This design comes from an exercise in tuning for small area, a short achievable clock period and few clock cycles per item on the open sky130 flow, not from production work. Only simulation tests tie the RTL to the original design; equivalence was not proved.

Design fpadder, start of the top module:
module fpadder (output logic [31:0] sum, output logic ready,
		 input logic [31:0] a, input logic clock, nreset);
Size: about 1400 cells after synthesis, roughly 63 flip-flops, roughly 67 I/O pins.
clock: 5.0 ns
lec_check: 0
abc_area: 1
cap_margin: 20
core_margin: 2
core_utilization: 40
cts_buf_list: sky130_fd_sc_hd__clkbuf_8
slew_margin: 20
standard.sh (not shown) runs the stock make flow with config.mk's settings and CLKGATE_MAP_FILE= SYNTH_SCRIPT=/design/flow/synth_recipe.tcl, a recipe that flattens the netlist after the stock synthesis.
==> flow/flow/run.sh <==
#!/bin/bash
# Standard layout (standard synthesis unchanged), except that the ports are
# buffered with plain buffers instead of the resizer's default pick (a delay
# cell).
set -euo pipefail
export BUFFER_PORTS_ARGS="-buffer_cell sky130_fd_sc_hd__buf_2"
bash standard.sh synth > synth.log 2>&1
bash standard.sh > layout.log 2>&1
Testbench counts at the start, summed over its fixed seeds: cycles 106,173, ops 32,000.
Then changed:
==> flow/flow/run.sh (replaced) <==
#!/bin/bash
# Standard layout (standard synthesis unchanged), except that the ports are
# buffered with small plain buffers instead of the resizer's default pick (a delay
# cell).
set -euo pipefail
export BUFFER_PORTS_ARGS="-buffer_cell sky130_fd_sc_hd__buf_1"
bash standard.sh synth > synth.log 2>&1
bash standard.sh > layout.log 2>&1
--- a/flow/config.mk
+++ b/flow/config.mk
@@ -10,4 +10,4 @@
 export CORE_MARGIN = 2
 export CORE_UTILIZATION = 40
-export CTS_BUF_LIST = sky130_fd_sc_hd__clkbuf_8
+export CTS_BUF_LIST = sky130_fd_sc_hd__clkbuf_4 sky130_fd_sc_hd__clkbuf_8
 export SLEW_MARGIN = 20
Result: Hold slack gets worse by 0.0030 ns. Die area does not change. Area after synthesis stays the same. Non-clock buffer count went down by 1. Flip-flop and latch count does not change. Clock skew barely changes.
Then changed:
==> flow/flow/run.sh (replaced) <==
#!/bin/bash
# Standard layout (standard synthesis unchanged), except that the ports are
# buffered with plain buffers instead of the resizer's default pick (a delay
# cell).
set -euo pipefail
export BUFFER_PORTS_ARGS="-buffer_cell sky130_fd_sc_hd__buf_2"
bash standard.sh synth > synth.log 2>&1
bash standard.sh > layout.log 2>&1
--- a/flow/config.mk
+++ b/flow/config.mk
@@ -10,4 +10,3 @@
 export CORE_MARGIN = 2
 export CORE_UTILIZATION = 40
-export CTS_BUF_LIST = sky130_fd_sc_hd__clkbuf_4 sky130_fd_sc_hd__clkbuf_8
 export SLEW_MARGIN = 20
Hold slack hardly moves; wire length increases by 2.0%; final area increases by 1.8%; non-clock buffer count increases by 1; utilization increases by 0.79 points; register-to-register slack got worse by 0.02 ns; count of clock-buffer cells in the layout stays the same; synthesized cell count stays the same; die area stays the same.
Then changed:
--- a/flow/config.mk
+++ b/flow/config.mk
@@ -6,5 +6,4 @@
 export NUM_CORES = 4
 export LEC_CHECK = 0
-export ABC_AREA = 1
 export CAP_MARGIN = 20
 export CORE_MARGIN = 2
Outcome:
- The changed run passed the timing, design-rule and antenna checks
- clock skew stays flat
- setup slack gets worse by 0.11 ns
- count of clock-buffer cells in the layout does not change
- cell count is lower by 16%
- global-route usage is lower by 0.52 points
- non-clock buffer count is higher by 30
- final area is higher by 9.8%
Then changed:
==> flow/flow/run.sh (replaced) <==
#!/bin/bash
# Standard layout (standard synthesis unchanged), except that the ports are
# buffered with small plain buffers instead of the resizer's default pick (a delay
# cell).
set -euo pipefail
export BUFFER_PORTS_ARGS="-buffer_cell sky130_fd_sc_hd__buf_1"
bash standard.sh synth > synth.log 2>&1
bash standard.sh > layout.log 2>&1
--- a/flow/config.mk
+++ b/flow/config.mk
@@ -6,6 +6,8 @@
 export NUM_CORES = 4
 export LEC_CHECK = 0
+export ABC_AREA = 1
 export CAP_MARGIN = 20
 export CORE_MARGIN = 2
 export CORE_UTILIZATION = 40
+export CTS_BUF_LIST = sky130_fd_sc_hd__clkbuf_8
 export SLEW_MARGIN = 20
- The new run passed the timing, design-rule and antenna checks
- worst setup slack improved by 0.12 ns
- routed wire length falls by 9.2%
- utilization falls by 1.8 points
- die area falls by 6.4%
- fmax rises by 2.5%
- clock-buffer cell count falls by 2
- non-clock buffer count falls by 31

========
== v46 ==
Another version of the RTL of fpadder (not shown whole).
For scale: roughly 1200 cells after synthesis, about 64 flip-flops, roughly 67 I/O pins, ~0.0087 mm² of cells after synthesis.
Settings: LEC_CHECK=0, CAP_MARGIN=20, CORE_MARGIN=2, CORE_UTILIZATION=40, CTS_BUF_LIST=sky130_fd_sc_hd__clkbuf_4 sky130_fd_sc_hd__clkbuf_8, SLEW_MARGIN=20; clock period 5.0 ns.
==> flow/flow/run.sh <==
#!/bin/bash
# Standard layout (standard synthesis unchanged), except that the ports are
# buffered with plain buffers instead of the resizer's default pick (a delay
# cell).
set -euo pipefail
export BUFFER_PORTS_ARGS="-buffer_cell sky130_fd_sc_hd__buf_2"
bash standard.sh synth > synth.log 2>&1
bash standard.sh > layout.log 2>&1
Testbench counts of v46, summed over its fixed seeds: cycles 106,173, ops 32,000.
> inputs changed (v46 -> v12)
-- flow/config.mk --
<<< v46, line 9
export CORE_MARGIN = 2
export CORE_UTILIZATION = 40
export CTS_BUF_LIST = sky130_fd_sc_hd__clkbuf_4 sky130_fd_sc_hd__clkbuf_8
export SLEW_MARGIN = 20
>>> v12, line 9
export CORE_MARGIN = 2
export CORE_UTILIZATION = 55
export SLEW_MARGIN = 20
[summary]
Between v46 and v12, global-route met2 utilization is higher for v12, v46 comes in under that.
Changes observed in v12 relative to v46: post-layout instance area went up; utilization increased 18 points; worst setup slack higher.
Edits applied to the flow inputs when going from v12 to v1:
-- flow/config.mk --
<<< v12, line 9
export CORE_MARGIN = 2
export CORE_UTILIZATION = 55
export SLEW_MARGIN = 20
>>> v1, line 9
export CORE_MARGIN = 2
export CORE_UTILIZATION = 40
export SETUP_SLACK_MARGIN = 1.0
export SLEW_MARGIN = 20
export TNS_END_PERCENT = 10
### Flow results
Final cycle utilization of the critical path is higher on v12. What v12 reported for final cell count has to be multiplied by 1.06 to get the figure for v1. [v1 vs v12] die width: higher in v1. Looking at global-route wire length before repair across both flows, v1 is the weaker of the two, with v12 ahead. Compared to v12, the routing of v1 uses more wire. Summary of v1 over v12: net count reported at finish went up about 1.6%, core utilization lower, largest fanout on the critical path now smaller.
Edits applied to the flow inputs when going from v1 to v25:
==> flow/run.sh (new file) <==
#!/bin/bash
# synth_recipe.tcl (not shown) runs the flow's synth.tcl, then flattens the netlist and writes it again
# the make line also repeats each setting of config.mk as NAME=value (left out here)
make -C /OpenROAD-flow-scripts/flow DESIGN_CONFIG=/design/flow/config.mk WORK_HOME=/design/flow/orfs CLKGATE_MAP_FILE= SYNTH_SCRIPT=/design/flow/synth_recipe.tcl finish
-- flow/config.mk --
<<< v1, line 7
export LEC_CHECK = 0
export CAP_MARGIN = 20
export CORE_MARGIN = 2
export CORE_UTILIZATION = 40
export SETUP_SLACK_MARGIN = 1.0
export SLEW_MARGIN = 20
export TNS_END_PERCENT = 10
>>> v25, line 7
export LEC_CHECK = 0
export CAP_MARGIN = 0
export CORE_MARGIN = 2
export CORE_UTILIZATION = 60
export CTS_BUF_LIST = sky130_fd_sc_hd__clkbuf_8
export SLEW_MARGIN = 0
removed: flow/flow/run.sh
removed: flow/standard.sh
Although v25 finished all stages, its layout failed final checks on negative setup slack.
From v1 to v25 the numbers moved as follows: post-layout worst setup margin fell 0.54 ns, wire length shows a reduction of 3.3%, sequential cell area in the final layout down 11 µm², area overhead of the layout relative to synthesis went up 0.92 points.
Between v25 and v1, the worst setup timing slack at the placement stage is lower for v25.
v25 -> v1: max-capacitance violation count delta 0, exact match
The following lists how v4 was set up differently from v25:
-- flow/config.mk --
<<< v25, line 7
export LEC_CHECK = 0
export CAP_MARGIN = 0
export CORE_MARGIN = 2
export CORE_UTILIZATION = 60
export CTS_BUF_LIST = sky130_fd_sc_hd__clkbuf_8
export SLEW_MARGIN = 0
>>> v4, line 7
export LEC_CHECK = 0
export CAP_MARGIN = 20
export CORE_MARGIN = 2
export CORE_UTILIZATION = 40
export SLEW_MARGIN = 20
Findings:
Comparing v25 and v4, the lower headroom to the max-slew limit was measured on v4.
Sort v25 and v4 by share of the final layout cell area in multi-input gates, descending, and v25 comes first.
Compared with v25, v4 shows a higher number of cells in the finished layout apart from fillers.
In the metrics for v25 and v4, the one carrying the lower post-cts gate resize count is v4.
v4 vs v25 — final instance area rose 3.0%.
v25 has lower minimum setup slack among reg-to-reg paths than v4.
| via count | lower: v4 |
Taking v25 as the reference, in v4 flip-flop and latch count roughly the same; first-iteration DRC count lower.
v4 ended up with a lower overall track demand over capacity in global routing than v25 did.
v4 finished end to end and its layout was clean on timing, DRC and antenna.
Completing all stages was not enough for v25: its layout failed the final checks because of negative setup slack.

[re-timing with driven ports]
The flow's constraints put no driver on any port. The routed layouts listed below were extracted and timed again, unchanged, in two steps. Step 1: set_driving_cell puts a clkbuf_16 on clock and a buf_2 on each other input, an assumption about the parent block. Step 2 times the ports against the registers' clock, not the clock port: input delays grow and output delays shrink by t, the midpoint of the rising clock arrivals with the driver on. Three values: no drivers, after step 1, after step 2; two values: the first two.
run | t, ns | setup WS [ns] | worst setup path at the end | cell pins on the clock port's net
the first run of note 1 | 0.403 | 0.263 / 0.226 / 0.301 | input to register | 1
the second run of note 1 | 0.406 | 0.257 / 0.217 / 0.255 | input to register | 1
the third run of note 1 | 0.385 | 0.256 / 0.209 / 0.278 | input to register | 1
the fourth run of note 1 | 0.378 | 0.147 / 0.102 / 0.304 | input to register | 1
the fifth run of note 1 | 0.408 | 0.266 / 0.226 / 0.283 | input to register | 1
v46 | 0.409 | 0.124 / 0.085 / 0.130 | input to register | 1
v12 | 0.385 | 0.146 / 0.101 / 0.199 | input to register | 1
v1 | 0.391 | 0.419 / 0.372 / 0.202 | input to register | 1
v25 | 0.393 | -0.118 / -0.153 / -0.099 | input to register | 1
v4 | 0.376 | 0.142 / 0.099 / -0.030 | input to register | 1
Met with ideal ports but missed after step 2: setup timing in v4. For v1, which loses most, drivers alone change the setup slack by -0.047 ns; drivers and shift together by -0.217 ns.
